This is an optimization exercise on Yosys and OpenROAD, whose aim is small area and a short achievable clock period, not a production implementation. In this exercise RTL edits were held to simulation tests only and were not proved equivalent to the original. Power and IR drop assume default switching activity.

## flow/design.v (module list and top-level ports; edited modules follow where they fit)
// module top: 21 lines
// module roba_mid: 17 lines
// module roba_expx: 43 lines
// module roba_expy: 29 lines
// module roba_por: 20 lines
// module roba_in: 185 lines
// module roba_sha: 132 lines
// module roba_shb: 121 lines
// module roba_add: 339 lines
// module g_inv: 1 lines
// module g_nand2: 1 lines
// module g_nor2: 1 lines
// module g_xor2: 1 lines
// module g_xnor2: 1 lines
// module g_a21oi: 1 lines
// module g_o21ai: 1 lines
// module g_o22ai: 1 lines
// module g_nor3: 1 lines
// module g_nor4: 1 lines
// module g_and4: 1 lines
// module g_and2: 1 lines
// module g_nand3: 1 lines
// module g_nand4: 1 lines
// module g_a22o: 1 lines
// module g_a31oi: 1 lines
// module g_a41oi: 1 lines
module top (
    input             clk,
    input      [15:0] x,
    input      [15:0] y,
    output reg [31:0] Q_p
);
  // ...
==> flow/flow/run.sh <==
#!/bin/bash
# Own layout flow: the standard ORFS flow with these changes:
#  - synthesis keeps the modules named in KEEP (flattened again at the end, as the standard flow's script
#    does) so that ABC maps each with a script of its own (ABC_PLAN: module:script pairs);
#  - ports get PORT_BUF buffers;
#  - timing repair aims SETUP_MARGIN ns below the clock period.
# Every tool's output goes to a log file in the work folder (and ORFS's own logs under orfs/logs).
set -euo pipefail
WORK=$(pwd)
FLOWDIR=$WORK/flow
source $FLOWDIR/settings.sh

cp config.mk my_config.mk
cat >> my_config.mk <<EOC
export SETUP_SLACK_MARGIN = ${SETUP_MARGIN}
export TNS_END_PERCENT = 100
export BUFFER_PORTS_ARGS = -buffer_cell ${PORT_BUF}
export SYNTH_KEEP_MODULES = ${KEEP:-}
EOC
[ -n "${EXTRA_MK:-}" ] && printf '%b\n' "$EXTRA_MK" >> my_config.mk

# synthesis script: the standard flow's, with abc run once per module of ABC_PLAN, each with its own script
{
  echo "proc abc {args} {"
  echo "  set i [lsearch -exact \$args -script]"
  echo "  foreach {mod scr} {${ABC_PLAN}} {"
  echo "    set a \$args"
  echo "    lset a [expr {\$i + 1}] $FLOWDIR/\$scr"
  echo "    yosys abc {*}\$a \$mod"
  echo "  }"
  echo "}"
  cat synth_recipe.tcl
} > my_synth.tcl

make -C "$FLOW_HOME" DESIGN_CONFIG=$WORK/my_config.mk WORK_HOME=$WORK/orfs CLKGATE_MAP_FILE= \
  SYNTH_SCRIPT=$WORK/my_synth.tcl finish > $WORK/make_finish.log 2>&1

RES=$WORK/orfs/results/$FLOW_PLATFORM/top/base
: # left out here: write the final layout as DEF
==> flow/flow/amap.abc <==
strash; dch -f; amap
==> flow/flow/exp.abc <==
strash; dch -f; map -D 900; topo; buffer -N 8; upsize -D 900; dnsize -D 900; stime -p
==> flow/flow/gate.abc <==
strash; map -a
==> flow/flow/settings.sh <==
SETUP_MARGIN=9.5
PORT_BUF=sky130_fd_sc_hd__buf_1
KEEP="roba_expx roba_expy g_a21oi g_inv g_nand2 g_nor2 g_nor3 g_o21ai g_o22ai g_xnor2 g_xor2 "
ABC_PLAN="roba_expx exp.abc roba_expy exp.abc g_* gate.abc top amap.abc"
EXTRA_MK='export ADDER_MAP_FILE =
export CTS_BUF_LIST = sky130_fd_sc_hd__clkbuf_8
export CTS_CLUSTER_SIZE = 32
export CTS_CLUSTER_DIAMETER = 60
export SKIP_GATE_CLONING = 1'
==> flow/standard.sh <==
#!/bin/bash
# synth_recipe.tcl (not shown) runs the flow's synth.tcl, then flattens the netlist and writes it again
# the make line also repeats each setting of config.mk as NAME=value (left out here)
make -C /OpenROAD-flow-scripts/flow DESIGN_CONFIG=/design/flow/config.mk WORK_HOME=/design/flow/orfs CLKGATE_MAP_FILE= SYNTH_SCRIPT=/design/flow/synth_recipe.tcl "${@:-finish}"
==> flow/config.mk <==
export PLATFORM = sky130hd
export DESIGN_NAME = top
export DESIGN_NICKNAME = top
export VERILOG_FILES = /design/flow/design.v
export SDC_FILE = /design/flow/constraint.sdc
export NUM_CORES = 8
export LEC_CHECK = 0
export CAP_MARGIN = 20
export CORE_MARGIN = 2
export CORE_UTILIZATION = 40
export SLEW_MARGIN = 20
==> flow/constraint.sdc <==
create_clock -name core_clock -period 14.0 [get_ports {clk}]
set_input_delay 2.8000 -clock core_clock [delete_from_list [all_inputs] [get_ports {clk}]]
set_output_delay 2.8000 -clock core_clock [all_outputs]
set_load 0.01 [all_outputs]
==> summary.md, run 1 <==
In this run the worst hold path is classified as reg2reg. For the register area, the log shows 1300 sq um. The tools report the number of buffers inserted by hold repair at cts as 0.

The fraction of final cell area spent on non-clock buffers in this run is 4.95%. The logs give 0 for the final number of hold-violating endpoints and 0 for the number of max-slew violations in the final report. In the global route stage, met1 resource usage came out at 26.7%. The completed layout was analyzed and its total power is 892 uW. The startpoint identified for the worst hold timing path is s_r$_DFF_P_. The flow ran to the end and the layout has no timing, DRC or antenna violations.

Multi-input combinational cell count: 699. The fraction of area in registers is 20.0%, and the number of well taps is 180. TritonCTS built the clock tree. The cell that appears most often on the critical path is sky130_fd_sc_hd__nor2_1. The type of destination of the critical path is a register. The run gives 5 as the detailed-router iteration count before antenna repair. The critical path depth works out to 17. Dividing the final minimum period by the clock period gives 30.2%. Of the total power, combinational logic draws 51.7%. The power per standard cell area was 137 nW/um^2. The die covers 14900 sq um. The tools report the sum of routed wire segments on met1 as 7110 um.

By area, the combinational part of the netlist is dominated by compound AO/OA/AOI/OAI gates. The count of buffers added on input and output ports is 64. The net count of the finished layout is 956, and the post-synthesis share of cell area spent on xor and xnor gates is 19.3%. TritonCTS created 9 clock buffers. The first global-routing pass estimated 23800 um of wire. The cell class with the largest area share was multi-input combinational cells. The most used flip-flop cell after synthesis is sky130_fd_sc_hd__dfxtp_1. The final design instance area without fill was 6530 sq um.

Register with the highest flop count: Q_p. The startpoint of the lowest-slack register-to-register path is ax_r[7]$_DFF_P_. The flip-flop count of the largest register, all copies and words added is 32, and the detailed placement HPWL is 11500 um. Counting plain and timing-repair buffers in the layout gives 74. The run gives 258 uW as the total sequential power. After clock tree synthesis, the setup repair step added 2 buffers.

After detailed placement, the design holds a cell count of 1085. Summing all placed instances gives a cell area of 6050 sq um. The global routing met3 resource utilization was 2.95%; the final setup violation count was 0. The antenna violation net count after detailed routing was 0.
==> inputs of run 2 (changes only) <==
==> flow/flow/exp.abc (replaced) <==
strash; dch -f; map -D 900; topo; stime -p
==> run 2 against run 1 <==
Effect of this change: highest routed layer unchanged; largest power group unchanged; critical path depth increased by 4; register-to-register slack worse by 0.05 ns; design area up 6.5%; critical path type unchanged; hold slack improved by 0.032 ns; setup slack got worse by 0.054 ns; non-clock buffer count is 26 higher; via count up 1.8%; still clean on timing, DRC and antenna; count of clock-buffer cells in the layout rose by 2; core utilization grew 4.7 points.
==> summary.md, run 2 <==
The run finished with no timing, DRC or antenna violations. The number of enable-type register cells in the synthesized netlist came out at 0. The overall fraction of global-route tracks in use is 19.7%, and the initial antenna violation count is 0. TritonCTS built the clock tree.

The clock skew after layout is 0.00733 ns. Cells fill 52.3% of the core in the end. The number of buffers inserted by hold repair at cts came out at 0 (unchanged). The tools report the category of the worst setup path launch point as a register. The antenna diode count is 0, and the die height is 121 um.

The internal power of the cells is 547 uW. The run gives 0 as the count of unresolved DRC violations after routing. Detailed placement HPWL: 11200 um (-2.3%). The synthesized cell area came out at 5460 sq um. Yosys instantiated no cell more often than sky130_fd_sc_hd__nor2_1.

The total overflow left after global routing is 0. Horizontal extent of the die: 121 um. The tools report the critical path arrival as 4.52 ns.

The core outline area was 13300 sq um. Compared with the post-synthesis result, the final layout area differs by 27.2%. The average routed wire per standard cell is 13.3 um. The register area is 1300 sq um (about the same), and the number of storage elements in the synthesis netlist is 65.

The most used flip-flop cell after synthesis is sky130_fd_sc_hd__dfxtp_1. Of all nets on the critical path, the largest fanout is 10. The detailed-router iteration count before antenna repair was 5 (unchanged); the maximum number of pins on one net before global-route repair was 33. The number of nets in the synthesized netlist is 871, and the cell depth of the worst hold path is 0. The initial core utilization is 41.1%, and the headroom to the max-slew limit is 32.0%.

The worst path in the final design needs a cycle of 4.28 ns, including I/O delays and setup. The tools report the wire length of the first global-routing pass as 23600 um (-1.1%). Summed over all nets, the switching power comes to 384 uW.

The largest registers in the layout are Q_p x32, ax_r x16, ay_r x16. The critical path required time was 14.25 ns. The tools report the CTS root buffer as sky130_fd_sc_hd__clkbuf_8. Maximum clock path buffer count: 2.

The warning count from the yosys run came out at 2. Q_p holds more flip-flops than any other register. The multi-input combinational cells in the finished layout cover a total of 4400 sq um. The run gives 0 (unchanged) as the number of max-slew violations in the final report.

For the relative contribution of the clock network to total power, the log shows 18.9%. The switching part of the total is 41.2%, and the sum of negative setup slack is 0 ns. The congestion estimate from routability-driven global placement came to 0.965. Net count of the finished layout: 982 (+2.7%).

Ranked by total cell area, the synthesized netlist is headed by sky130_fd_sc_hd__dfxtp_1 24%, sky130_fd_sc_hd__xnor2_1 15%, sky130_fd_sc_hd__o22ai_1 14%, sky130_fd_sc_hd__nor2_1 11%, sky130_fd_sc_hd__nand2_1 8.0%. The via count of the first global-routing pass was 5207. The tools report the highest clock rate as 234 MHz.

The top-area cell type share of the netlist area was 23.8%; the pin slew with the least headroom to its limit was 1.02 ns. The final number of hold-violating endpoints was 0 (unchanged); the clock edge transition at the registers on the reported setup and hold paths was 0.07 ns. The final critical-path share of the clock period was 30.5% (+0.39 points).

Most frequent standard cell in the layout excluding fill and tap cells: sky130_fd_sc_hd__nor2_1. Type of destination of the critical path: a register. Of the cells placed in the final design, the portion with a size suffix greater than 1 is 15.3%. In this run the static leakage power is 2.32 nW.

The tools report the placed standard-cell area as 5990 sq um (-0.99%). The share of flip-flops with an asynchronous set or reset after synthesis is 0%. Per report_power, the sequential group accounts for 27.7% of the total. Clock sink count: 65. The port buffer count was 64 (unchanged). For the worst-skew pair, the clock arrives at the later sink with an insertion delay of 0.35 ns.

Counting instances in the post-synthesis netlist gives the leading cell types as 159 x sky130_fd_sc_hd__nor2_1, 123 x sky130_fd_sc_hd__o22ai_1, 117 x sky130_fd_sc_hd__nand2_1, 92 x sky130_fd_sc_hd__xnor2_1, 74 x sky130_fd_sc_hd__clkinv_1. The number of DRC markers after the initial detailed-route iteration came out at 379. The run gives 3 as the number of levels the H-tree was split into. Setup repair after global routing could not meet its margin everywhere.

The final route contains 6024 vias. The path type of the worst setup path is reg2reg. The TritonCTS buffer count came out at 9 (unchanged). The worst register-to-register path has a depth of 21. Cell taking the most area after synthesis: sky130_fd_sc_hd__dfxtp_1.

The fill cell instance count of the final layout came out at 1377. Share of power burned in combinational logic: 53.4% (+1.7 points). Summing the sequential cell areas from Yosys gives 23.8% of the chip area. The power per standard cell area was 134 nW/um^2 (-2.0%); the routed wire length was 15100 um. The logs give 14600 sq um (-1.9%) for the die footprint and 51.6 uV for the worst-case vdd ir drop. The number of library cell types mapped by synthesis was 23.

The tools report the final setup violation count as 0 (unchanged). The final design instance area without fill is 6950 sq um (+6.5%). The path class of the tightest hold or removal check is reg2reg. The flip-flop count of the largest register, all copies and words added was 32 (unchanged). Max-cap violations in this run came to 0. In the layout the commonest cells are 148 x sky130_fd_sc_hd__nor2_1, 113 x sky130_fd_sc_hd__nand2_1, 92 x sky130_fd_sc_hd__xnor2_1. After floorplanning, the core was divided into 42 placement rows.

65 I/O pins were placed. Averaged over all synthesized cells, the footprint is 6.52 sq um. The via-per-instance ratio was 5.33; the antenna violation net count after detailed routing was 0 (unchanged). The number of standard cells after synthesis came out at 838.
[run 2: cell types whose count changed after synthesis, sizes merged]
| cell | delta |
|---|---|
| inv | -23 |
| clkbuf | -3 |
| clkinv | +23 |
| buf | -1 |
| or2b | +1 |
| nand2b | -1 |
[run 2: cells by family (layout without fill, tap and decap cells)]
logic type | after synthesis | count (layout) | synth area share (%)
xor gates and xnor gates | 123 | 123 | 19.7
DFF | 65 | 65 | 23.8
AOI/OAI and AO/OA | 259 | 259 | 27.9
and+or+nand+nor | 317 | 317 | 23.5
buffers and inverters | 74 | 190 | 5.08
[run 2: repair_timing]
item,CTS,global route
pin swaps,4,11
setup endpoints to repair,23,22
buffers inserted,4,27
resized for setup,24,86
[run 2: per-layer routing]
| layer | up-vias | global-route usage (%) | routed length [um] |
|---|---|---|---|
| li1 | 3152 | - | - |
| met3 | 50 | 3.34 | 714 |
| met2 | 193 | 32.0 | 6800 |
| met5 | - | 0 | 0 |
| met4 | 0 | 9.45 | 526 |
| met1 | 2629 | 25.2 | 7030 |
[run 2: power by group through the flow]
| stage | sequential (mW) | combinational (mW) | clock (mW) |
|---|---|---|---|
| 3_5_place_dp | 0.261 | 0.436 | 0 |
| 4_1_cts | 0.257 | 0.444 | 0.183 |
| 3_3_place_gp | 0.261 | 0.436 | 0 |
| 2_1_floorplan | 0.274 | 0.320 | 0 |
| 5_1_grt | 0.263 | 0.545 | 0.189 |
| 6_report | 0.258 | 0.497 | 0.176 |
[run 2: layout make-up]
class | instances | area share [%]
sequential | 65 | 18.8
multi-input combinational | 699 | 63.2
inverter | 74 | 4.41
timing repair buffer | 100 | 7.22
clock inverter | 5 | 1.03
clock buffer | 11 | 2.18
tap | 176 | 3.17
[run 2: worst paths after layout]
kind / start / end / slack (ns)
hold reg to reg: s_r$_DFF_P_ / Q_p[31]$_DFF_P_ / 0.86
setup / recovery: ax_r[15]$_DFF_P_ / Q_p[25]$_DFF_P_ / 9.72
hold / removal: s_r$_DFF_P_ / Q_p[31]$_DFF_P_ / 0.86
setup reg to reg: ax_r[15]$_DFF_P_ / Q_p[25]$_DFF_P_ / 9.72
[run 2: critical path, cell delays in order, from the launching register on]
cell,delay (ns)
sky130_fd_sc_hd__dfxtp_1,0.35
sky130_fd_sc_hd__nor2_4,0.18
sky130_fd_sc_hd__nand2_2,0.13
sky130_fd_sc_hd__inv_2,0.13
sky130_fd_sc_hd__nand2_4,0.12
sky130_fd_sc_hd__nor3_4,0.22
sky130_fd_sc_hd__buf_4,0.16
sky130_fd_sc_hd__a221oi_4,0.06
sky130_fd_sc_hd__buf_4,0.19
sky130_fd_sc_hd__a41oi_4,0.35
sky130_fd_sc_hd__clkinvlp_4,0.29
sky130_fd_sc_hd__o22ai_1,0.24
sky130_fd_sc_hd__o22ai_1,0.16
sky130_fd_sc_hd__o22ai_1,0.33
sky130_fd_sc_hd__nor2_1,0.13
sky130_fd_sc_hd__nor2_1,0.16
sky130_fd_sc_hd__nand2_1,0.12
sky130_fd_sc_hd__o21ai_2,0.27
sky130_fd_sc_hd__clkinv_1,0.16
sky130_fd_sc_hd__o21ai_0,0.23
sky130_fd_sc_hd__a21oi_2,0.06
sky130_fd_sc_hd__xnor2_1,0.12
[run 2: stage by stage]
stage	hold slack, ns	instances	power (mW)	setup slack, ns
6_report	0.860	1130	0.931	9.72
5_1_grt	0.899	1130	0.997	9.41
4_1_cts	0.857	1103	0.884	9.52
3_5_place_dp	0.850	1083	0.697	8.43
3_3_place_gp	0.866	1083	0.696	8.50
2_1_floorplan	0.813	838	0.594	9.50
[run 2: modules after synthesis (local to each module, per instance)]
module | flops+latches | cells inside | cell area (sq um)
g_inv | 0 | 1 | 3.75
g_o22ai | 0 | 1 | 6.26
g_a21oi | 0 | 1 | 5.00
g_nor2 | 0 | 1 | 3.75
g_o21ai | 0 | 1 | 5.00
g_nor3 | 0 | 1 | 5.00
roba_expy | 0 | 43 | 201
top | 65 | 91 | 1470
g_xor2 | 0 | 1 | 8.76
g_xnor2 | 0 | 1 | 8.76
roba_expx | 0 | 95 | 497
g_nand2 | 0 | 1 | 3.75
==> inputs of run 3 (changes only) <==
==> flow/flow/exp.abc (replaced) <==
strash; dch -f; amap; topo
==> run 3 against run 2 <==
Effect of this change: total power up 19%; area after synthesis about the same; non-clock buffer count up 41; sequential share of layout area down 2.9 points; highest routed layer unchanged.
==> summary.md, run 3 <==
The critical path arrival came out at 4.89 ns (+0.37 ns). The average routed wire per standard cell was 14.9 um (+11%); the share of flip-flops with an asynchronous set or reset after synthesis was 0% (unchanged). The tools report the via count of the first global-routing pass as 5392 (+3.6%). Counting instances in the post-synthesis netlist gives the leading cell types as 182 x sky130_fd_sc_hd__nor2_1, 131 x sky130_fd_sc_hd__o22ai_1, 105 x sky130_fd_sc_hd__nand2_1, 92 x sky130_fd_sc_hd__xnor2_1, 75 x sky130_fd_sc_hd__clkinv_1.

The initial core utilization was 41.1% (about the same). The final critical-path share of the clock period works out to 33.1% (+2.6 points). The logs give 65 (unchanged) for the clock sink count and 23.8% (about the same) for the proportion of synthesized chip area in sequential cells. The antenna diode count was 0 (unchanged).

The worst-case reg-to-reg path depth was 28 (+33%). In this design, the critical path's most frequently occurring cell is sky130_fd_sc_hd__o22ai_4. The flow ran to the end and the layout has no timing, DRC or antenna violations. The static leakage power came out at 2.79 nW (+20%). In the layout the commonest cells are 126 x sky130_fd_sc_hd__nor2_1, 92 x sky130_fd_sc_hd__nand2_1, 92 x sky130_fd_sc_hd__xnor2_1. Number of levels the H-tree was split into: 3 (unchanged). The cell depth of the worst hold path came out at 0 (unchanged). The internal reg-to-reg setup slack is 9.37 ns (-0.36 ns).

In the post-synthesis netlist, the cell with the most instances is sky130_fd_sc_hd__nor2_1. The via count came out at 6417 (+6.5%). TritonCTS built the clock tree. The run gives 1.11 mW (+19%) as the post-layout total power. Compared with the post-synthesis result, the final layout area differs by 52.7%. The critical path required time was 14.26 ns (about the same); the register share of total power was 23.3% (-4.4 points). The die height is 121 um (about the same). The horizontal extent of the die is 121 um (about the same), and the number of core rows is 42 (unchanged). The logs give 27.2% (+1.9 points) for the fraction of met1 tracks used by global routing and 28 (+22%) for the number of library cell types mapped by synthesis. The tools report the maximum clock path buffer count as 2 (unchanged). In the synthesized netlist the dominant register cell turns out to be sky130_fd_sc_hd__dfxtp_1. The mean instance size in the synthesized netlist was 6.51 sq um (-0.21%). The TritonCTS buffer count was 9 (unchanged). The largest individual stage delay along the critical path comes from the cell sky130_fd_sc_hd__dfxtp_4. The tools report the wire length of the first global-routing pass as 25600 um (+8.3%). The final number of hold-violating endpoints is 0 (unchanged). The clock skew after layout was 0.00948 ns (+0.00214 ns). The placed standard-cell area is 6170 sq um (+3.0%), and the final setup violation count is 0 (unchanged).

The tools report the relative contribution of the clock network to total power as 15.2% (-3.7 points). Maximum number of pins on one net before global-route repair: 33 (unchanged). The tools report the routed wire length as 17400 um (+16%).

The run gives 216 MHz (-7.7%) as the highest clock rate. The number of buffers inserted by hold repair at cts is 0 (unchanged). The pin slew with the least headroom to its limit was 1.03 ns (+0.0142 ns). The run gives 13300 sq um (unchanged) as the core outline area. The run gives 0 (unchanged) as the count of unresolved DRC violations after routing.

The type of the tightest min-delay check is reg2reg. The run gives 14600 sq um (about the same) as the die footprint. The port buffer count is 64 (unchanged). The top-area cell type share of the netlist area works out to 23.8% (about the same). The run gives 36.6% (+4.6 points) as the met2 demand-to-capacity share in global routing.

The placed instance count was 1080 (-0.28%); the switching part of the total was 42.8% (+1.5 points). The register with the highest flop count was Q_p. The number of DRC markers after the initial detailed-route iteration was 365 (-3.7%); the delay of the slowest critical-path stage was 0.36 ns (about the same).

The clock edge transition at the registers on the reported setup and hold paths was 0.07 ns (about the same); the number of standard cells after synthesis was 839 (+0.12%). The worst-case vdd ir drop came out at 55.0 uV (+6.5%). For the worst slack after detailed placement, the log shows 8.54 ns (+0.108 ns). The tools report the top-level I/O count as 65 (unchanged). The fraction of final layout cells sized beyond drive strength 1 was 32.3% (+17 points); the register area was 1320 sq um (+1.2%).

Antenna violation net count after detailed routing: 0 (unchanged). The final critical-path required period was 4.63 ns (+0.357 ns). The run gives 5 (unchanged) as the detailed-router iteration count before antenna repair.

The run gives 0.38 ns (+0.03 ns) as the latest clock arrival within the worst-skew pair. The tools report the final design instance area without fill as 8330 sq um (+20%). For hold timing, the worst endpoint is Q_p[31]$_DFF_P_. For the count of placed standard cells in the final layout, fillers left out, the log shows 1172 (+3.7%).

The type of destination of the critical path was a register. In this run the critical register-to-register path is launched from ax_r[15]$_DFF_P_. The final worst setup slack was 9.37 ns (-0.357 ns); the via-per-instance ratio was 5.48 (+2.7%). The run gives 2 (unchanged) as the warning count from the yosys run. In the final layout, the registers with the most flip-flops are Q_p x32, ax_r x16, ay_r x16. Synthesized cell area: 5460 sq um (about the same). The overall fraction of global-route tracks in use is 21.6% (+1.9 points), and the power per standard cell area is 133 nW/um^2 (-0.72%). The tools report the CTS root buffer as sky130_fd_sc_hd__clkbuf_8. Number of storage elements in the synthesis netlist: 65 (unchanged). Setup repair after global routing could not meet its margin everywhere.

The largest driver fanout on the critical path works out to 5 (-5). The net switching power of the design is 474 uW (+23%), and the net count of the finished layout is 1024 (+4.3%). The tools report the number of nets in the synthesized netlist as 872 (+0.11%). Leftover overflow at the end of global routing: 0 (unchanged). The run gives 1133 (-18%) as the fill cell instance count of the final layout. Leaving out fill and tap cells, the most frequent cell in the layout is sky130_fd_sc_hd__nor2_1. For the number of max-slew violations in the final report, the log shows 0 (unchanged). For the sum of negative setup slack, the log shows 0 ns (unchanged). For the share of power burned in combinational logic, the log shows 61.5% (+8.1 points).

The number of enable-type register cells in the synthesized netlist works out to 0 (unchanged). The worst setup path is of the reg2reg kind. The category of the worst setup path launch point was a register.

Headroom to the max-slew limit: 31.0% (-0.94 points). The run gives 0 (unchanged) as the initial antenna violation count. Yosys attributes the largest share of cell area to sky130_fd_sc_hd__dfxtp_1 24%, sky130_fd_sc_hd__o22ai_1 15%, sky130_fd_sc_hd__xnor2_1 15%, sky130_fd_sc_hd__nor2_1 13%, sky130_fd_sc_hd__nand2_1 7.2%. The internal power of the cells was 634 uW (+16%); the last weighted congestion value of the routability-driven placer was 0.981 (+1.7%). The flip-flop count of the largest register, all copies and words added is 32 (unchanged). The area taken by multi-input logic gates came out at 5370 sq um (+22%). The layer carrying the most global-route usage was met2. The count of max-cap constraint violations was 0 (unchanged). The cell taking the most area after synthesis was sky130_fd_sc_hd__dfxtp_1.

The global routing met3 resource utilization came out at 2.78% (-0.55 points). In this run the most critical hold path is launched from s_r$_DFF_P_. The tools report the detailed placement HPWL as 11400 um (+1.8%). The worst register-to-register path ends at Q_p[26]$_DFF_P_.
[run 3: cell type report]
class,instances,share of cell area [%]
multi-input cells,699,64.4
flip-flops and latches,65,15.8
repair buffers,141,10.8
inverters,75,3.84
well taps,176,2.64
clock buffers,12,1.98
clock inverters,4,0.510
[run 3: power groups by stage]
| stage | sequential, mW | clock (mW) | combinational [mW] |
|---|---|---|---|
| after floorplan | 0.274 | 0 | 0.348 |
| after global placement | 0.262 | 0 | 0.463 |
| after detailed placement | 0.261 | 0 | 0.464 |
| after CTS | 0.257 | 0.172 | 0.558 |
| after global routing | 0.264 | 0.180 | 0.735 |
| final | 0.259 | 0.168 | 0.682 |
[run 3: worst max-delay path by stage]
| stage | start | to | slack (ns) | depth (start not counted) |
|---|---|---|---|---|
| final | ax_r[15]$_DFF_P_ | Q_p[26]$_DFF_P_ | 9.37 | 28 |
| after global routing | ax_r[15]$_DFF_P_ | Q_p[26]$_DFF_P_ | 9.10 | 27 |
| after CTS | ax_r[14]$_DFF_P_ | Q_p[26]$_DFF_P_ | 9.50 | 27 |
| after detailed placement | ay_r[15]$_DFF_P_ | Q_p[19]$_DFF_P_ | 8.54 | 15 |
| after global placement | ay_r[15]$_DFF_P_ | Q_p[30]$_DFF_P_ | 8.57 | 15 |
| after floorplan | ax_r[14]$_DFF_P_ | Q_p[25]$_DFF_P_ | 9.46 | 25 |
[run 3: kinds of logic after synthesis]
logic type | Yosys count | synth area share, %
XOR/XNOR | 123 | 19.7
AND/OR/NAND/NOR | 337 | 25.2
flip-flops | 65 | 23.8
AO/OA/AOI/OAI | 239 | 26.0
buffers and inverters | 75 | 5.16
[run 3: timing repair]
item | CTS | global route
hold endpoints to repair | 0 | 0
buffers inserted | 35 | 41
setup endpoints to repair | 25 | 25
pin swaps | 35 | 52
resized for setup | 134 | 177
[run 3: worst max-delay path, delay by kind of cell (launching register included)]
| kind | cells | cell delay [ns] |
|---|---|---|
| AOI/OAI and AO/OA | 10 | 1.41 |
| xor gates and xnor gates | 1 | 0.17 |
| and+or+nand+nor | 9 | 1.47 |
| DFF | 1 | 0.36 |
| buffers and inverters | 8 | 1.09 |
[run 3: per-layer routing]
layer / vias up / routed length, um / share of wire (%)
li1: 3237 / - / -
met1: 2926 / 7400 / 42
met2: 201 / 8640 / 50
met3: 53 / 791 / 4.5
met4: 0 / 591 / 3.4
met5: - / 0 / 0
[run 3: modules after synthesis (local to each module, per instance), a selection]
module / area, sq um / cells inside / flops+latches
g_xnor2: 8.76 / 1 / 0
g_nand2: 3.75 / 1 / 0
top: 1470 / 91 / 65
g_a21oi: 5.00 / 1 / 0
g_o21ai: 5.00 / 1 / 0
g_nor2: 3.75 / 1 / 0
g_inv: 3.75 / 1 / 0
g_xor2: 8.76 / 1 / 0
roba_expx: 504 / 109 / 0
roba_expy: 189 / 30 / 0
[run 3: through the flow]
| stage | hold slack (ns) | utilization (%) |
|---|---|---|
| CTS | 0.860 | 54.8 |
| detailed placement | 0.860 | 46.4 |
| global route | 0.900 | 62.7 |
| global placement | 0.874 | 46.4 |
| floorplan | 0.849 | - |
| finish | 0.859 | 62.7 |
==> inputs of run 4 (changes only) <==
==> flow/flow/exp.abc (replaced) <==
strash; dch -f; map -D 1200; topo; buffer -N 8; upsize -D 1200; dnsize -D 1200; stime -p
==> run 4 against run 3 <==
Effect of this change: critical endpoint is now Q_p[21]$_DFF_P_; largest power group unchanged; routed wire length shrank 11%; final cell count shrank 3.7%; combinational power shrank 19%; area after synthesis grew 0.92%; first-iteration DRC count shrank 2.2%.
==> summary.md, run 4 <==
The area fraction in compound gates after synthesis is 25.9% (-0.12 points). The critical path is of the reg2reg type. The number of core rows was 42 (unchanged). The tools report the startpoint of the lowest-slack register-to-register path as ax_r[14]$_DFF_P_. Clock skew after layout: 0.0142 ns (+0.00473 ns). The latest clock arrival within the worst-skew pair was 0.37 ns (about the same).

The total buffers and inverters traversed by the critical path came out at 4 (-4). The via-per-instance ratio was 5.34 (-2.5%); the routed wire length on met3 was 759 um (-4.0%). The signed area change from the synthesized netlist to the final layout is 32.8%. Simple logic cell fraction of the synthesized area: 25.7% (+0.50 points). The top-level I/O count is 65 (unchanged), and the number of DRC markers after the initial detailed-route iteration is 357 (-2.2%).

The number of library cell types mapped by synthesis was 37 (+32%); the critical path arrival was 4.70 ns (-0.19 ns). The worst setup path is launched from a register. The flip-flop count of the largest register, all copies and words added is 32 (unchanged), and the switching part of the total is 42.2% (-0.63 points). The worst-case vdd ir drop was 59.2 uV (+7.5%); the initial core utilization was 41.3% (+0.21 points). The final critical-path required period works out to 4.41 ns (-0.220 ns). Fraction of final layout cells sized beyond drive strength 1: 23.2% (-9.1 points). The tools report the net count of the finished layout as 982 (-4.1%). In the layout the commonest cells are 146 x sky130_fd_sc_hd__nor2_1, 111 x sky130_fd_sc_hd__nand2_1, 92 x sky130_fd_sc_hd__xnor2_1. The mean instance size in the synthesized netlist was 6.55 sq um (+0.68%). The commonest cells after synthesis are 170 x sky130_fd_sc_hd__nor2_1, 123 x sky130_fd_sc_hd__o22ai_1, 117 x sky130_fd_sc_hd__nand2_1, 92 x sky130_fd_sc_hd__xnor2_1, 65 x sky130_fd_sc_hd__dfxtp_1. The met2 wirelength from detailed routing is 7250 um (-16%), and the headroom to the max-slew limit is 32.2% (+1.2 points). For the number of nets in the synthesized netlist, the log shows 874 (+0.23%). The count of placed standard cells in the final layout, fillers left out was 1129 (-3.7%). The largest registers in the layout are Q_p x32, ax_r x16, ay_r x16. Dominant cell by count in the synthesized netlist: sky130_fd_sc_hd__nor2_1. The register area is 1310 sq um (-1.1%), and the adder-cell area share of the yosys netlist is 0% (unchanged).

The run gives 561 uW (-11%) as the internal power of the cells. Placed instance count: 1082 (+0.19%). For the die footprint, the log shows 14700 sq um (+0.89%). The fill cell instance count of the final layout is 1332 (+18%). The overall fraction of global-route tracks in use was 19.9% (-1.7 points). The number of buffers inserted by hold repair at cts was 0 (unchanged). For the via count of the first global-routing pass, the log shows 5116 (-5.1%).

The run gives 0 (unchanged) as the count of max-cap constraint violations. The horizontal extent of the die is 121 um (+0.44%), and the number of levels the H-tree was split into is 3 (unchanged). The largest driver fanout on the critical path is 16 (+11), and the antenna diode count is 0 (unchanged). The clock edge transition at the registers on the reported setup and hold paths was 0.07 ns (about the same); the wire length of the first global-routing pass was 23800 um (-6.7%). The detailed-router iteration count before antenna repair was 7 (+2). The final setup violation count was 0 (unchanged). Cell taking the most area after synthesis: sky130_fd_sc_hd__dfxtp_1. The flow ran to the end and the layout has no timing, DRC or antenna violations. The share of power burned in combinational logic is 56.9% (-4.6 points). The min-delay analysis places its worst path in the category reg2reg. The logs give 65 (unchanged) for the clock sink count and 9.59 ns (+0.22 ns) for the internal reg-to-reg setup slack. The die height is 121 um (+0.44%), and the maximum clock path buffer count is 2 (unchanged). Warning count from the yosys run: 2 (unchanged).

The share of flip-flops with an asynchronous set or reset after synthesis works out to 0% (unchanged). In this run the top signal layer used is met4. Setup repair after global routing could not meet its margin everywhere. The port buffer count is 64 (unchanged). After synthesis, the largest family of logic cells by area is compound AO/OA/AOI/OAI gates. STA classifies the critical path endpoint as a register. The net switching power of the design was 409 uW (-14%); the top-area cell type share of the netlist area was 23.6% (-0.22 points).

On the critical path, the stage with the largest delay is an instance of sky130_fd_sc_hd__a2111oi_4. The number of storage elements in the synthesis netlist is 65 (unchanged). The initial antenna violation count is 0 (unchanged). The core outline area is 13300 sq um (+0.39%), and the register share of total power is 26.5% (+3.2 points). The pin slew with the least headroom to its limit was 1.02 ns (-0.0182 ns). TritonCTS built the clock tree.

The proportion of synthesized chip area in sequential cells came out at 23.6% (-0.22 points). The number of standard cells after synthesis is 841 (+0.24%), and the maximum number of pins on one net before global-route repair is 33 (unchanged). The static leakage power was 2.50 nW (-10%).

The library cell used most frequently in the layout, excluding fill and tap cells, is sky130_fd_sc_hd__nor2_1. The startpoint identified for the worst hold timing path is s_r$_DFF_P_. The power per standard cell area works out to 133 nW/um^2 (-0.20%). The tree is rooted in a sky130_fd_sc_hd__clkbuf_8. The TritonCTS buffer count came out at 9 (unchanged). After synthesis, the cell types taking the most area are sky130_fd_sc_hd__dfxtp_1 24%, sky130_fd_sc_hd__xnor2_1 15%, sky130_fd_sc_hd__o22ai_1 14%, sky130_fd_sc_hd__nor2_1 12%, sky130_fd_sc_hd__nand2_1 8.0%. The signal on the critical path passes through nor2_4 > nand3_4 > nor4_4 > inv_2 > nor3_4 > o21ai_2 > a2111oi_4 > o2111ai_4 > buf_6 > o22ai_1 > o22ai_1 > o22ai_2 > o22ai_2 > nor2_1 > nor2_2 > nand2_1 > nor2_1 > a21oi_1 > buf_4 > inv_4 > a21oi_1 > xnor2_1. The run gives 0 ns (unchanged) as the sum of negative setup slack.

The tools report the leftover overflow at the end of global routing as 0 (unchanged). Dominant delay contributor by cell family on the critical path: compound AO/OA/AOI/OAI gates. The run gives 15500 um (-11%) as the routed wire length. The critical path starts at ax_r[14]$_DFF_P_. The relative contribution of the clock network to total power came out at 16.6% (+1.4 points).

The final critical-path share of the clock period came out at 31.5% (-1.6 points). The post-synthesis share of cell area spent on xor and xnor gates was 19.6% (-0.18 points); the detailed placement HPWL was 11300 um (-1.1%). The run gives 0 (unchanged) as the number of max-slew violations in the final report. The highest clock rate was 227 MHz (+5.0%); the sum of routed wire segments on met1 was 7000 um (-5.5%).

Average routed wire per standard cell: 13.7 um (-7.8%). The final number of hold-violating endpoints was 0 (unchanged). The critical path required time is 14.29 ns (+0.03 ns), and the delay of the slowest critical-path stage is 0.36 ns (about the same).

Register with the highest flop count: Q_p. In the synthesized netlist the dominant register cell turns out to be sky130_fd_sc_hd__dfxtp_1. The tools report the via count as 6029 (-6.0%).

The count of unresolved DRC violations after routing is 0 (unchanged). The mux share of post-synthesis cell area is 0% (unchanged). The number of enable-type register cells in the synthesized netlist is 0 (unchanged), and the area taken by multi-input logic gates is 4800 sq um (-11%). The antenna violation net count after detailed routing is 0 (unchanged). The last weighted congestion value of the routability-driven placer was 0.968 (-1.3%). The run gives 5510 sq um (+0.92%) as the synthesized cell area.
==> run 4: cell types whose count changed after synthesis, moves of 3 or more <==
cell and delta:
sky130_fd_sc_hd__nand2_1 +12, sky130_fd_sc_hd__or2_0 -3, sky130_fd_sc_hd__clkinv_1 -24, sky130_fd_sc_hd__nor3_1 -3
sky130_fd_sc_hd__a21oi_1 +11, sky130_fd_sc_hd__nand3_1 +7, sky130_fd_sc_hd__a211oi_1 +3, sky130_fd_sc_hd__o22ai_1 -8
sky130_fd_sc_hd__inv_1 +19, sky130_fd_sc_hd__o21a_1 -4, sky130_fd_sc_hd__nor2_1 -12
==> run 4: modules after synthesis, one instance, submodules excluded, a selection <==
| module | flops+latches | cells | area, sq um |
|---|---|---|---|
| top | 65 | 91 | 1470 |
| g_xor2 | 0 | 1 | 8.76 |
| g_o22ai | 0 | 1 | 6.26 |
| g_a21oi | 0 | 1 | 5.00 |
| g_nor3 | 0 | 1 | 5.00 |
| g_o21ai | 0 | 1 | 5.00 |
| g_inv | 0 | 1 | 3.75 |
| g_nor2 | 0 | 1 | 3.75 |
| g_nand2 | 0 | 1 | 3.75 |
==> run 4: worst paths after layout <==
path                      to  depth (start not counted)
max          Q_p[21]$_DFF_P_                         22
min          Q_p[31]$_DFF_P_                          0
max reg2reg  Q_p[21]$_DFF_P_                         22
min reg2reg  Q_p[31]$_DFF_P_                          0
==> run 4: worst reg2reg max path, stage by stage, from the launching register on <==
cell and delay, ns:
sky130_fd_sc_hd__dfxtp_1 0.35, sky130_fd_sc_hd__nor2_4 0.17, sky130_fd_sc_hd__nand3_4 0.13, sky130_fd_sc_hd__nor4_4 0.28, sky130_fd_sc_hd__inv_2 0.13, sky130_fd_sc_hd__nor3_4 0.24
sky130_fd_sc_hd__o21ai_2 0.11, sky130_fd_sc_hd__a2111oi_4 0.36, sky130_fd_sc_hd__o2111ai_4 0.22, sky130_fd_sc_hd__buf_6 0.22, sky130_fd_sc_hd__o22ai_1 0.27, sky130_fd_sc_hd__o22ai_1 0.20
sky130_fd_sc_hd__o22ai_2 0.28, sky130_fd_sc_hd__o22ai_2 0.17, sky130_fd_sc_hd__nor2_1 0.27, sky130_fd_sc_hd__nor2_2 0.09, sky130_fd_sc_hd__nand2_1 0.09, sky130_fd_sc_hd__nor2_1 0.05
sky130_fd_sc_hd__a21oi_1 0.14, sky130_fd_sc_hd__buf_4 0.19, sky130_fd_sc_hd__inv_4 0.08, sky130_fd_sc_hd__a21oi_1 0.17, sky130_fd_sc_hd__xnor2_1 0.13
==> run 4: cell type report <==
type	instances	share of cell area, %
inverter	72	4.00
clock buffer	11	2.07
timing repair buffer	99	6.89
multi-input combinational	702	65.6
clock inverter	4	0.599
tap	176	3.01
sequential	65	17.8
==> run 4: metrics by stage <==
step	cell area [sq um]	setup slack, ns	total power, mW	util (%)	hold slack, ns
after global routing	7310	9.32	1.04	54.8	0.887
after detailed placement	6000	8.70	0.698	45.0	0.875
after global placement	6000	8.67	0.697	45.0	0.874
after CTS	6370	9.51	0.876	47.7	0.872
after floorplan	5540	9.51	0.598	-	0.813
final	7310	9.59	0.971	54.8	0.849
==> run 4: cells by family after synthesis <==
family,after synthesis
AND/OR/NAND/NOR,337
AO/OA/AOI/OAI,242
XOR/XNOR,123
buffers and inverters,74
flip-flops,65
==> run 4: per-layer routing <==
layer,track usage [%],vias up
met5,0,-
li1,-,3131
met3,3.10,38
met1,26.5,2695
met2,31.0,165
met4,10.3,0
==> run 4: timing repair <==
action                                  4_1_cts  5_1_grt
buffers inserted                              6       26
pin swaps                                     5       28
endpoints found under the hold margin         0        0
resized for setup                            29      164
endpoints found under the setup margin       23       22
==> run 4: power groups by stage <==
stage | sequential (mW) | combinational [mW] | clock [mW]
3_5_place_dp | 0.262 | 0.436 | 0
6_report | 0.258 | 0.552 | 0.161
4_1_cts | 0.257 | 0.452 | 0.167
5_1_grt | 0.263 | 0.601 | 0.175
2_1_floorplan | 0.275 | 0.324 | 0
3_3_place_gp | 0.261 | 0.436 | 0
==> inputs of run 5 (changes only) <==
--- a/flow/flow/run.sh
+++ b/flow/flow/run.sh
@@ -26,6 +26,7 @@
   echo "  foreach {mod scr} {${ABC_PLAN}} {"
   echo "    set a \$args"
   echo "    lset a [expr {\$i + 1}] $FLOWDIR/\$scr"
+  echo "    if {[string match roba_exp* \$mod]} { foreach c {${EXP_DU:-}} { lappend a -dont_use \$c } }"
   echo "    yosys abc {*}\$a \$mod"
   echo "  }"
   echo "}"
==> flow/flow/exp.abc (replaced) <==
strash; dch -f; map -D 900; topo; buffer -N 8; upsize -D 900; dnsize -D 900; stime -p
--- a/flow/flow/settings.sh
+++ b/flow/flow/settings.sh
@@ -7,3 +7,4 @@
 export CTS_CLUSTER_SIZE = 32
 export CTS_CLUSTER_DIAMETER = 60
 export SKIP_GATE_CLONING = 1'
+EXP_DU="sky130_fd_sc_hd__nor4_* sky130_fd_sc_hd__nor3_* sky130_fd_sc_hd__or4_* sky130_fd_sc_hd__or3_* sky130_fd_sc_hd__a211oi_* sky130_fd_sc_hd__a2111oi_* sky130_fd_sc_hd__o2111ai_* sky130_fd_sc_hd__a311oi_* sky130_fd_sc_hd__o311ai_* sky130_fd_sc_hd__a41oi_* sky130_fd_sc_hd__o41ai_* sky130_fd_sc_hd__nor4b_* sky130_fd_sc_hd__nor3b_* sky130_fd_sc_hd__or2_* sky130_fd_sc_hd__and4_* sky130_fd_sc_hd__a221oi_* sky130_fd_sc_hd__o221ai_*"
==> run 5 against run 4 <==
Effect of this change: die area rose by 0.73%; design area fell by 12%; combinational power fell by 17%; count of clock-buffer cells in the layout did not move; routed wire length fell by 7.0%; non-clock buffer count fell by 19; critical path type unchanged; first-iteration DRC count fell by 1.7%; flip-flop and latch count did not move; core utilization fell by 7.9 points; critical endpoint is now Q_p[19]$_DFF_P_; clock power fell by 12%.
==> summary.md, run 5 <==
The mean instance size in the synthesized netlist is 6.56 sq um (+0.15%). The run gives 1300 sq um (-0.19%) as the register area. The top-area cell type share of the netlist area came out at 23.4% (-0.18 points). Last weighted congestion value of the routability-driven placer: 0.926 (-4.4%).

Final critical-path required period: 4.24 ns (-0.170 ns). The logs give 0 ns (unchanged) for the sum of negative setup slack and 2 (unchanged) for the warning count from the yosys run. The power per standard cell area is 133 nW/um^2 (+0.13%), and the horizontal extent of the die is 122 um (+0.36%). Share of power burned in combinational logic: 53.4% (-3.5 points). TritonCTS built the clock tree. Setup repair after global routing could not meet its margin everywhere. Counting stages on the worst path, the most repeated cell is sky130_fd_sc_hd__o22ai_1. In the layout the commonest cells are 158 x sky130_fd_sc_hd__nor2_1, 116 x sky130_fd_sc_hd__nand2_1, 114 x sky130_fd_sc_hd__o22ai_1. The fill cell instance count of the final layout is 1478 (+11%), and the die footprint is 14800 sq um (+0.73%).

The startpoint of the lowest-slack register-to-register path was ax_r[9]$_DFF_P_. The number of levels the H-tree was split into was 3 (unchanged); the routed wire length was 14400 um (-7.0%). The switching part of the total came out at 42.4% (+0.25 points).

The post-synthesis share of cell area spent on xor and xnor gates was 19.4% (-0.15 points). The top-level I/O count was 65 (unchanged). The via-per-instance ratio is 5.21 (-2.5%). The tools report the clock sink count as 65 (unchanged). By area, the combinational part of the netlist is dominated by compound AO/OA/AOI/OAI gates. The logs give 2 (unchanged) for the maximum clock path buffer count and 23.4% (-0.18 points) for the proportion of synthesized chip area in sequential cells. The final number of hold-violating endpoints is 0 (unchanged), and the TritonCTS buffer count is 9 (unchanged). The via count was 5827 (-3.4%).

The largest registers in the layout are Q_p x32, ax_r x16, ay_r x16. Traced cell by cell, the critical path runs through inv_1 > nand3_1 > nor2_2 > o21ai_2 > buf_6 > o21ai_0 > a2111o_2 > buf_4 > o22ai_1 > o22ai_1 > o22ai_1 > o22ai_1 > nor2_1 > nor2_1 > a21oi_2 > o21ai_0 > a21oi_2 > clkinv_2 > a21oi_1 > xnor2_1. For the wire length of the first global-routing pass, the log shows 23200 um (-2.7%). Leaving out fill and tap cells, the most frequent cell in the layout is sky130_fd_sc_hd__nor2_1. sky130_fd_sc_hd__nor2_1 is the most common cell in the netlist. For the latest clock arrival within the worst-skew pair, the log shows 0.36 ns (about the same).

Synthesized cell area: 5550 sq um (+0.75%). The number of enable-type register cells in the synthesized netlist was 0 (unchanged). The post-layout total power was 855 uW (-12%); the signed area change from the synthesized netlist to the final layout was 15.9%. The most critical setup path has its endpoint at Q_p[19]$_DFF_P_.

Relative contribution of the clock network to total power: 16.4% (-0.2 points). The endpoint identified for the worst register-to-register timing path is Q_p[19]$_DFF_P_. Initial core utilization: 40.5% (-0.82 points). By area the synthesized netlist is led by sky130_fd_sc_hd__dfxtp_1 23%, sky130_fd_sc_hd__xnor2_1 15%, sky130_fd_sc_hd__o22ai_1 14%, sky130_fd_sc_hd__nor2_1 11%, sky130_fd_sc_hd__nand2_1 7.8%. For the leftover overflow at the end of global routing, the log shows 0 (unchanged). The clock edge transition at the registers on the reported setup and hold paths was 0.07 ns (about the same).

The run gives 492 uW (-12%) as the internal power of the cells. The logs give 0 (unchanged) for the antenna violation net count after detailed routing and 43.6 uV (-26%) for the worst-case vdd ir drop. The final critical-path share of the clock period was 30.3% (-1.2 points). The register share of total power is 30.1% (+3.6 points), and the fraction of final layout cells sized beyond drive strength 1 is 7.35% (-16 points). The CTS root buffer was sky130_fd_sc_hd__clkbuf_8. The worst-case reg-to-reg path depth works out to 20 (-9.1%). The tools report the category of the worst setup path launch point as a register. Simple logic cell fraction of the synthesized area: 24.3% (-1.5 points). Critical path arrival: 4.52 ns (-0.18 ns). The worst-path cell with the longest stage delay was sky130_fd_sc_hd__a2111o_2.

The port buffer count is 64 (unchanged), and the critical path required time is 14.27 ns (-0.02 ns). The die height works out to 122 um (+0.36%). The type of destination of the critical path was a register.

Among cell families on the critical path, the largest total delay comes from compound AO/OA/AOI/OAI gates. The count of max-cap constraint violations was 0 (unchanged). The flip-flop count of the largest register, all copies and words added is 32 (unchanged). Of all cell types, the one taking the most synthesized area is sky130_fd_sc_hd__dfxtp_1. The tools report the via count of the first global-routing pass as 5013 (-2.0%). The pin slew with the least headroom to its limit works out to 1.01 ns (-0.00637 ns). The number of DRC markers after the initial detailed-route iteration was 351 (-1.7%). The worst hold path belongs to the class reg2reg.

The net count of the finished layout is 967 (-1.5%). The detailed-router iteration count before antenna repair was 5 (-2); the number of nets in the synthesized netlist was 879 (+0.57%). Delay of the slowest critical-path stage: 0.47 ns (+0.11 ns). The antenna diode count was 0 (unchanged); the count of placed standard cells in the final layout, fillers left out was 1119 (-0.89%). The net switching power of the design is 362 uW (-11%), and the highest clock rate is 236 MHz (+4.0%). The logs give 19.3% (-0.57 points) for the overall fraction of global-route tracks in use and 0 (unchanged) for the final setup violation count. The number of storage elements in the synthesis netlist works out to 65 (unchanged).

In the synthesized netlist the dominant register cell turns out to be sky130_fd_sc_hd__dfxtp_1. The share of flip-flops with an asynchronous set or reset after synthesis works out to 0% (unchanged). The critical path depth was 20 (-9.1%). The core outline area is 13700 sq um (+2.8%). The largest driver fanout on the critical path was 26 (+10); the count of unresolved DRC violations after routing was 0 (unchanged).

For the number of standard cells after synthesis, the log shows 846 (+0.59%). The tools report the placed instance count as 1091 (+0.83%). The detailed placement HPWL is 11300 um (-0.18%). Q_p holds more flip-flops than any other register. Area taken by multi-input logic gates: 4080 sq um (-15%). The headroom to the max-slew limit came out at 32.7% (+0.42 points).

The tools report the static leakage power as 2.23 nW (-11%). The worst setup path is of the reg2reg kind. Clock skew after layout: 0.00903 ns (-0.00517 ns). The number of library cell types mapped by synthesis is 34 (-8.1%). The average routed wire per standard cell was 12.9 um (-6.2%). In this run the worst setup path begins at ax_r[9]$_DFF_P_. Total buffers and inverters traversed by the critical path: 4 (unchanged). The run finished with no timing, DRC or antenna violations.

Mux share of post-synthesis cell area: 0% (unchanged). Number of max-slew violations in the final report: 0 (unchanged). The logs give 0 (unchanged) for the initial antenna violation count and 33 (unchanged) for the maximum number of pins on one net before global-route repair. The internal reg-to-reg setup slack was 9.76 ns (+0.17 ns). By count the netlist is led by 163 x sky130_fd_sc_hd__nor2_1, 123 x sky130_fd_sc_hd__o22ai_1, 116 x sky130_fd_sc_hd__nand2_1, 92 x sky130_fd_sc_hd__xnor2_1, 72 x sky130_fd_sc_hd__o21ai_0. The run gives 43 (+2.4%) as the number of core rows. The adder-cell area share of the yosys netlist was 0% (unchanged).

The area fraction in compound gates after synthesis came out at 27.6% (+1.7 points).
==> run 5: changes by cell type in the layout (fill, tap and decap cells not counted), moves of 6 or more <==
cell	delta
sky130_fd_sc_hd__o22ai_1	+76
sky130_fd_sc_hd__o22ai_2	-76
sky130_fd_sc_hd__o21ai_0	+31
sky130_fd_sc_hd__buf_4	-18
sky130_fd_sc_hd__nor2_2	-17
sky130_fd_sc_hd__a31oi_1	+12
sky130_fd_sc_hd__nor2_1	+12
sky130_fd_sc_hd__a21oi_2	-7
sky130_fd_sc_hd__o21ai_1	-7
sky130_fd_sc_hd__nor3_2	-6
==> run 5: kinds of logic after synthesis <==
logic type                Yosys count
AOI/OAI and AO/OA                 261
xor gates and xnor gates          123
buffers and inverters              76
DFF                                65
and+or+nand+nor                   321
==> run 5: final cells by class <==
cell class / count / share of cell area (%)
Clock buffer: 11 / 2.35
Clock inverter: 5 / 0.370
Inverter: 73 / 4.42
Multi-Input combinational cell: 705 / 63.4
Sequential cell: 65 / 20.3
Tap cell: 180 / 3.50
Timing Repair Buffer: 80 / 5.72
==> run 5: how the worst min path moves through the flow <==
stage	endpoint	cells after the start	slack [ns]	start
after floorplan	Q_p[1]$_DFF_P_	7	0.82	ax_r[0]$_DFF_P_
after global placement	Q_p[31]$_DFF_P_	0	0.88	s_r$_DFF_P_
after detailed placement	Q_p[31]$_DFF_P_	0	0.86	s_r$_DFF_P_
after CTS	Q_p[31]$_DFF_P_	0	0.86	s_r$_DFF_P_
after global routing	Q_p[31]$_DFF_P_	0	0.90	s_r$_DFF_P_
final	Q_p[31]$_DFF_P_	0	0.86	s_r$_DFF_P_
==> run 5: per-stage QoR <==
stage               hold WS (ns)  utilization (%)  cell area [sq um]  setup slack (ns)
finish                     0.856             46.9               6430              9.76
global route               0.897             46.9               6430              9.49
CTS                        0.862             45.8               6290              9.50
detailed placement         0.858             44.0               6040              8.52
global placement           0.881             44.0               6040              8.59
floorplan                  0.820                -               5560              9.50
==> run 5: power by group through the flow <==
stage	Combinational (mW)	Clock (mW)	Sequential, mW
6_report	0.457	0.141	0.257
5_1_grt	0.508	0.151	0.263
4_1_cts	0.444	0.146	0.258
3_5_place_dp	0.435	0	0.262
3_3_place_gp	0.434	0	0.262
2_1_floorplan	0.322	0	0.274
==> run 5: routing by layer <==
metal  routed length, um  GRT usage [%]
met1                7080           26.0
met2                6320           30.7
met3                 610           2.90
met4                 376           8.41
met5                   0              0
==> run 5: repair_timing <==
action	in CTS	in global routing
pin swaps	2	3
gates resized for setup	17	21
setup endpoints to repair	23	19
hold buffers	0	0
setup buffers	4	8
==> run 5: worst register-to-register path: stages, from the launching register on <==
cell	delay (ns)
sky130_fd_sc_hd__dfxtp_1	0.45
sky130_fd_sc_hd__inv_1	0.15
sky130_fd_sc_hd__nand3_1	0.14
sky130_fd_sc_hd__nor2_2	0.08
sky130_fd_sc_hd__o21ai_2	0.06
sky130_fd_sc_hd__buf_6	0.24
sky130_fd_sc_hd__o21ai_0	0.13
sky130_fd_sc_hd__a2111o_2	0.47
sky130_fd_sc_hd__buf_4	0.17
sky130_fd_sc_hd__o22ai_1	0.19
sky130_fd_sc_hd__o22ai_1	0.14
sky130_fd_sc_hd__o22ai_1	0.25
sky130_fd_sc_hd__o22ai_1	0.16
sky130_fd_sc_hd__nor2_1	0.21
sky130_fd_sc_hd__nor2_1	0.10
sky130_fd_sc_hd__a21oi_2	0.21
sky130_fd_sc_hd__o21ai_0	0.14
sky130_fd_sc_hd__a21oi_2	0.33
sky130_fd_sc_hd__clkinv_2	0.20
sky130_fd_sc_hd__a21oi_1	0.19
sky130_fd_sc_hd__xnor2_1	0.15
==> run 5: modules after synthesis (local to each module, per instance) <==
module     flops+latches  area (sq um)
g_o21ai                0          5.00
g_inv                  0          3.75
g_o22ai                0          6.26
roba_expy              0           204
g_nor2                 0          3.75
g_xnor2                0          8.76
top                   65          1470
g_nand2                0          3.75
g_a21oi                0          5.00
roba_expx              0           581
g_nor3                 0          5.00
g_xor2                 0          8.76
==> inputs of run 6 (changes only) <==
--- a/flow/flow/settings.sh
+++ b/flow/flow/settings.sh
@@ -1,4 +1,4 @@
-SETUP_MARGIN=9.5
+SETUP_MARGIN=9.6
 PORT_BUF=sky130_fd_sc_hd__buf_1
 KEEP="roba_expx roba_expy g_a21oi g_inv g_nand2 g_nor2 g_nor3 g_o21ai g_o22ai g_xnor2 g_xor2 "
 ABC_PLAN="roba_expx exp.abc roba_expy exp.abc g_* gate.abc top amap.abc"
==> run 6 against run 5 <==
Effect of this change: fmax increased by 0.19%; routed wire length rose by 3.1%; area after synthesis is the same; clock power is essentially flat; critical path depth did not move.
==> summary.md, run 6 <==
The flow ran to the end and the layout has no timing, DRC or antenna violations. The worst-case vdd ir drop is 47.9 uV (+9.7%), and the critical path arrival is 4.52 ns (about the same). The average routed wire per standard cell was 13.3 um (+3.4%); the die footprint was 14800 sq um (unchanged). The fraction of met1 tracks used by global routing is 26.7% (+0.72 points), and the warning count from the yosys run is 2 (unchanged). Type of destination of the critical path: a register.

The maximum clock path buffer count is 2 (unchanged). The clock edge transition at the registers on the reported setup and hold paths was 0.07 ns (about the same); the net count of the finished layout was 965 (-0.21%). The final critical-path required period is 4.24 ns (-0.00808 ns). Compared with the post-synthesis result, the final layout area differs by 19.5%. The number of nets in the synthesized netlist came out at 879 (unchanged). The pin slew with the least headroom to its limit is 1.00 ns (-0.00567 ns), and the last weighted congestion value of the routability-driven placer is 0.944 (+2.0%).

The logs give 5367 (+7.1%) for the via count of the first global-routing pass and 0 (unchanged) for the antenna diode count. The detailed placement HPWL came out at 11400 um (+0.76%). The tools report the headroom to the max-slew limit as 33.0% (+0.38 points). The via count is 5945 (+2.0%).

The TritonCTS buffer count came out at 9 (unchanged). The tree is rooted in a sky130_fd_sc_hd__clkbuf_8. The routed wire length is 14800 um (+3.1%).

The number of library cell types mapped by synthesis is 34 (unchanged), and the highest clock rate is 236 MHz (+0.19%). The logs give 13700 sq um (unchanged) for the core outline area and 2.28 nW (+2.1%) for the static leakage power. The clock skew after layout is 0.0101 ns (+0.00106 ns), and the number of max-slew violations in the final report is 0 (unchanged). The number of standard cells after synthesis is 846 (unchanged), and the power per standard cell area is 133 nW/um^2 (+0.37%).

The run gives 457 (+30%) as the number of DRC markers after the initial detailed-route iteration. The proportion of synthesized chip area in sequential cells was 23.4% (unchanged). The latest clock arrival within the worst-skew pair is 0.36 ns (about the same).

The tools report the initial core utilization as 40.5% (unchanged). The flip-flop count of the largest register, all copies and words added is 32 (unchanged). The logs give 0 (unchanged) for the final number of hold-violating endpoints and 24700 um (+6.6%) for the wire length of the first global-routing pass. Port buffer count: 64 (unchanged). Setup repair after global routing could not meet its margin everywhere.

The fraction of final layout cells sized beyond drive strength 1 is 11.0% (+3.7 points), and the fill cell instance count of the final layout is 1514 (+2.4%). The tightest min-delay check is of the reg2reg type. The top-level I/O count was 65 (unchanged). The library cells used most frequently in the layout, excluding fill and tap cells, are 155 x sky130_fd_sc_hd__nor2_1, 116 x sky130_fd_sc_hd__nand2_1, 92 x sky130_fd_sc_hd__xnor2_1.

The die height came out at 122 um (unchanged). The logs give 0 (unchanged) for the count of unresolved DRC violations after routing and 65 (unchanged) for the clock sink count. The number of enable-type register cells in the synthesized netlist came out at 0 (unchanged). The number of storage elements in the synthesis netlist works out to 65 (unchanged). The register with the highest flop count was Q_p. The commonest cells after synthesis are 163 x sky130_fd_sc_hd__nor2_1, 123 x sky130_fd_sc_hd__o22ai_1, 116 x sky130_fd_sc_hd__nand2_1, 92 x sky130_fd_sc_hd__xnor2_1, 72 x sky130_fd_sc_hd__o21ai_0. The antenna violation net count after detailed routing was 0 (unchanged); the leftover overflow at the end of global routing was 0 (unchanged).

The number of levels the H-tree was split into is 3 (unchanged). The hold slack was 0.840 ns (-0.0158 ns); the synthesized cell area was 5550 sq um (unchanged). The detailed-router iteration count before antenna repair was 6 (+1); the mean instance size in the synthesized netlist was 6.56 sq um (unchanged).

Cell taking the most area after synthesis: sky130_fd_sc_hd__dfxtp_1. The top-area cell type share of the netlist area was 23.4% (unchanged). Sorting the synthesized cells by area gives the leading types as sky130_fd_sc_hd__dfxtp_1 23%, sky130_fd_sc_hd__xnor2_1 15%, sky130_fd_sc_hd__o22ai_1 14%, sky130_fd_sc_hd__nor2_1 11%, sky130_fd_sc_hd__nand2_1 7.8%. The area taken by multi-input logic gates is 4280 sq um (+4.9%), and the maximum number of pins on one net before global-route repair is 33 (unchanged). For this run, the leading register cell type out of synthesis is sky130_fd_sc_hd__dfxtp_1. The logs give 0 (unchanged) for the initial antenna violation count and 0 ns (unchanged) for the sum of negative setup slack. The largest registers in the layout are Q_p x32, ax_r x16, ay_r x16. For the global routing met3 resource utilization, the log shows 2.81% (-0.094 points). Layer carrying the most global-route usage: met2. The final setup violation count is 0 (unchanged).

The final critical-path share of the clock period was 30.3% (-0.058 points); the share of flip-flops with an asynchronous set or reset after synthesis was 0% (unchanged). The library cell used most frequently in the layout, excluding fill and tap cells, is sky130_fd_sc_hd__nor2_1. The most common cell in the synthesized netlist is sky130_fd_sc_hd__nor2_1. Path type of the worst setup path: reg2reg. The tools report the met2 demand-to-capacity share in global routing as 33.5% (+2.9 points). For the number of core rows, the log shows 43 (unchanged).

The largest driver fanout on the critical path was 26 (unchanged). TritonCTS built the clock tree. The via-per-instance ratio came out at 5.33 (+2.3%). The worst setup path is launched from a register.

The critical path required time was 14.28 ns (about the same); the overall fraction of global-route tracks in use was 20.3% (+0.95 points). The horizontal extent of the die works out to 122 um (unchanged). The tools report the register area as 1310 sq um (+0.29%). Count of max-cap constraint violations: 0 (unchanged).
-- run 6: cells by family (layout without fill, tap and decap cells) --
group,count (synthesis),count (layout),synth area share [%]
AO/OA/AOI/OAI,261,261,27.6
XOR/XNOR,123,123,19.4
buffers and inverters,76,166,5.30
flip-flops,65,65,23.4
AND/OR/NAND/NOR,321,321,24.3
-- run 6: worst paths after layout --
check                                      start         endpoint  slack, ns  cells after the start
worst max register to register  ax_r[13]$_DFF_P_  Q_p[21]$_DFF_P_       9.76                     20
worst min register to register       s_r$_DFF_P_  Q_p[31]$_DFF_P_       0.84                      0
worst min-delay path                 s_r$_DFF_P_  Q_p[31]$_DFF_P_       0.84                      0
worst max-delay path            ax_r[13]$_DFF_P_  Q_p[21]$_DFF_P_       9.76                     20
-- run 6: per-module statistics from Yosys (local to each module, per instance), excerpt --
module     cells  copies in the design  area (sq um)  flops+latches
top           91                     1          1470             65
roba_expx    102                     1           581              0
roba_expy     44                     1           204              0
g_xor2         1                    31          8.76              0
g_a21oi        1                    28          5.00              0
g_nor3         1                     1          5.00              0
g_o21ai        1                    43          5.00              0
g_nor2         1                   143          3.75              0
g_nand2        1                    97          3.75              0
-- run 6: repair_timing --
| action | 4_1_cts | 5_1_grt |
|---|---|---|
| setup buffers | 6 | 4 |
| endpoints found under the setup margin | 23 | 22 |
| endpoints found under the hold margin | 0 | 0 |
| gates resized for setup | 19 | 64 |
| hold buffers | 0 | 0 |
| gates cloned | 0 | 0 |
| pin swaps | 3 | 6 |
-- run 6: layer usage --
metal	share of wire [%]	wire length (um)	up-vias
met5	0	0	-
met4	2.7	399	0
met3	4.9	731	30
met2	45	6690	185
met1	47	7010	2616
li1	-	-	3114
-- run 6: critical path: stages (launching register included) --
cell and delay (ns):
sky130_fd_sc_hd__dfxtp_1 0.42, sky130_fd_sc_hd__inv_1 0.12, sky130_fd_sc_hd__nand3_4 0.15, sky130_fd_sc_hd__nor2_4 0.07, sky130_fd_sc_hd__o21ai_2 0.08, sky130_fd_sc_hd__buf_12 0.21
sky130_fd_sc_hd__o21ai_0 0.12, sky130_fd_sc_hd__a2111o_2 0.51, sky130_fd_sc_hd__clkbuf_2 0.21, sky130_fd_sc_hd__o22ai_1 0.22, sky130_fd_sc_hd__o22ai_1 0.18, sky130_fd_sc_hd__o22ai_2 0.29
sky130_fd_sc_hd__o22ai_2 0.15, sky130_fd_sc_hd__nor2_2 0.18, sky130_fd_sc_hd__nor2_1 0.10, sky130_fd_sc_hd__a21oi_2 0.21, sky130_fd_sc_hd__o21ai_0 0.13, sky130_fd_sc_hd__a21oi_2 0.25
sky130_fd_sc_hd__clkinv_2 0.19, sky130_fd_sc_hd__a21oi_1 0.21, sky130_fd_sc_hd__xnor2_1 0.14
-- run 6: layout make-up --
type | count | area share, %
multi-input cells | 705 | 64.4
flip-flops and latches | 65 | 19.7
repair buffers | 78 | 5.36
inverters | 73 | 4.41
well taps | 180 | 3.39
clock buffers | 12 | 2.49
clock inverters | 3 | 0.226
-- run 6: power breakdown --
group | switching [mW] | internal [mW]
clock | 0.0676 | 0.0767
combinational | 0.284 | 0.199
sequential | 0.0257 | 0.232
total | 0.377 | 0.508
-- run 6: stage by stage --
stage	std cells	util (%)	area (sq um)	setup slack, ns	power, mW
2_1_floorplan	846	-	5570	9.60	0.597
3_3_place_gp	1091	44.0	6040	8.72	0.696
3_5_place_dp	1091	44.0	6040	8.69	0.699
4_1_cts	1112	46.0	6310	9.61	0.858
5_1_grt	1116	48.4	6640	9.59	0.960
6_report	1116	48.4	6640	9.76	0.885
==> inputs of run 7 (changes only) <==
--- a/flow/flow/settings.sh
+++ b/flow/flow/settings.sh
@@ -1,4 +1,4 @@
-SETUP_MARGIN=9.6
+SETUP_MARGIN=9.75
 PORT_BUF=sky130_fd_sc_hd__buf_1
 KEEP="roba_expx roba_expy g_a21oi g_inv g_nand2 g_nor2 g_nor3 g_o21ai g_o22ai g_xnor2 g_xor2 "
 ABC_PLAN="roba_expx exp.abc roba_expy exp.abc g_* gate.abc top amap.abc"
==> run 7 against run 6 <==
Effect of this change: still clean on timing, DRC and antenna; routed wire length increased by 5.3%; die area unchanged; combinational power increased by 6.0%; critical path type unchanged; critical endpoint is now Q_p[27]$_DFF_P_; largest cell class unchanged; highest routed layer unchanged.
==> summary.md, run 7 <==
The run finished with no timing, DRC or antenna violations. The number of storage elements in the synthesis netlist was 65 (unchanged); the overall fraction of global-route tracks in use was 20.7% (+0.41 points). The tools report the detailed placement HPWL as 11600 um (+1.8%). STA classifies the critical path endpoint as a register. The horizontal extent of the die is 122 um (unchanged), and the die height is 122 um (unchanged).

The run gives 246 MHz (+4.2%) as the highest clock rate. The routed wire length was 15600 um (+5.3%). The net count of the finished layout was 977 (+1.2%). For the final design instance area without fill, the log shows 7000 sq um (+5.5%). The dominant delay contributor by cell family on the critical path is compound AO/OA/AOI/OAI gates. The number of library cell types mapped by synthesis is 34 (unchanged). TritonCTS built the clock tree.

The largest registers in the layout are Q_p x32, ax_r x16, ay_r x16. Number of enable-type register cells in the synthesized netlist: 0 (unchanged). The final critical-path share of the clock period was 29.0% (-1.2 points); the placed standard-cell area was 6040 sq um (about the same). For the critical path arrival, the log shows 4.31 ns (-0.21 ns). For the fill cell instance count of the final layout, the log shows 1428 (-5.7%). The worst setup path is launched from a register. The pin slew with the least headroom to its limit was 1.04 ns (+0.0373 ns); the final critical-path required period was 4.07 ns (-0.169 ns).

For the number of nets in the synthesized netlist, the log shows 879 (unchanged). Last weighted congestion value of the routability-driven placer: 0.969 (+2.6%). In the synthesized netlist the dominant register cell turns out to be sky130_fd_sc_hd__dfxtp_1.

The signed area change from the synthesized netlist to the final layout was 26.2%. The wire length of the first global-routing pass is 24900 um (+0.70%), and the latest clock arrival within the worst-skew pair is 0.39 ns (+0.03 ns). The number of standard cells after synthesis is 846 (unchanged), and the final setup violation count is 0 (unchanged). CTS root buffer: sky130_fd_sc_hd__clkbuf_8. Top-area cell type share of the netlist area: 23.4% (unchanged). The run gives 40.5% (unchanged) as the initial core utilization.
-- run 7: cell counts after synthesis --
Identical to the previous run, type by type.
-- run 7: logic make-up (layout without fill, tap and decap cells) --
kind of cell / Yosys count / count (layout) / share of synthesized area, %
AO/OA/AOI/OAI: 261 / 261 / 27.6
XOR/XNOR: 123 / 123 / 19.4
buffers and inverters: 76 / 179 / 5.30
flip-flops: 65 / 65 / 23.4
AND/OR/NAND/NOR: 321 / 321 / 24.3
-- run 7: stage by stage --
| stage | hold WS, ns | total power, mW | util, % | std cells |
|---|---|---|---|---|
| floorplan | 0.820 | 0.598 | - | 846 |
| global placement | 0.877 | 0.700 | 44.1 | 1088 |
| detailed placement | 0.865 | 0.699 | 44.1 | 1088 |
| CTS | 0.887 | 0.869 | 47.1 | 1114 |
| global route | 0.907 | 0.983 | 51.0 | 1129 |
| finish | 0.875 | 0.914 | 51.0 | 1129 |
-- run 7: worst paths after layout --
| kind | from | endpoint | slack (ns) |
|---|---|---|---|
| setup / recovery | ax_r[14]$_DFF_P_ | Q_p[27]$_DFF_P_ | 9.93 |
| hold / removal | s_r$_DFF_P_ | Q_p[31]$_DFF_P_ | 0.87 |
| setup reg to reg | ax_r[14]$_DFF_P_ | Q_p[27]$_DFF_P_ | 9.93 |
| hold reg to reg | s_r$_DFF_P_ | Q_p[31]$_DFF_P_ | 0.87 |
-- run 7: what timing repair did --
action | CTS | global route
resized for setup | 41 | 97
buffers inserted | 10 | 15
pin swaps | 7 | 16
setup endpoints to repair | 23 | 20
hold buffers | 0 | 0
-- run 7: final cells by class --
| type | instances | area, sq um | area share [%] |
|---|---|---|---|
| Multi-Input combinational cell | 705 | 4560 | 65.1 |
| Tap cell | 180 | 225 | 3.22 |
| Clock inverter | 6 | 35.0 | 0.500 |
| Sequential cell | 65 | 1310 | 18.7 |
| Timing Repair Buffer | 90 | 439 | 6.27 |
| Inverter | 73 | 299 | 4.27 |
| Clock buffer | 10 | 138 | 1.97 |
-- run 7: where the power goes --
part / internal [mW] / switching, mW
registers: 0.232 / 0.0257
clock network: 0.0676 / 0.0762
logic: 0.216 / 0.296
-- run 7: per-layer routing --
metal	wire length (um)	global-route usage, %
met2	7260	33.7
met5	0	0
met1	7130	27.0
met3	725	3.51
met4	495	8.69
-- run 7: modules after synthesis (local to each module, per instance) --
module	times used	cell area, sq um	cells	flip-flops and latches
g_nor3	1	5.00	1	0
g_xor2	31	8.76	1	0
g_nand2	97	3.75	1	0
top	1	1470	91	65
g_o22ai	123	6.26	1	0
g_o21ai	43	5.00	1	0
g_a21oi	28	5.00	1	0
g_inv	51	3.75	1	0
g_xnor2	92	8.76	1	0
roba_expy	1	204	44	0
g_nor2	143	3.75	1	0
roba_expx	1	581	102	0

Re-timed with assumed drivers on the ports (clkbuf_16 on the clock, buf_2 on other inputs), run 7 has 9.933 ns of setup slack against 9.933 ns with ideal ports, and 9.679 ns once port delays also move by the mid clock arrival of 0.409 ns.
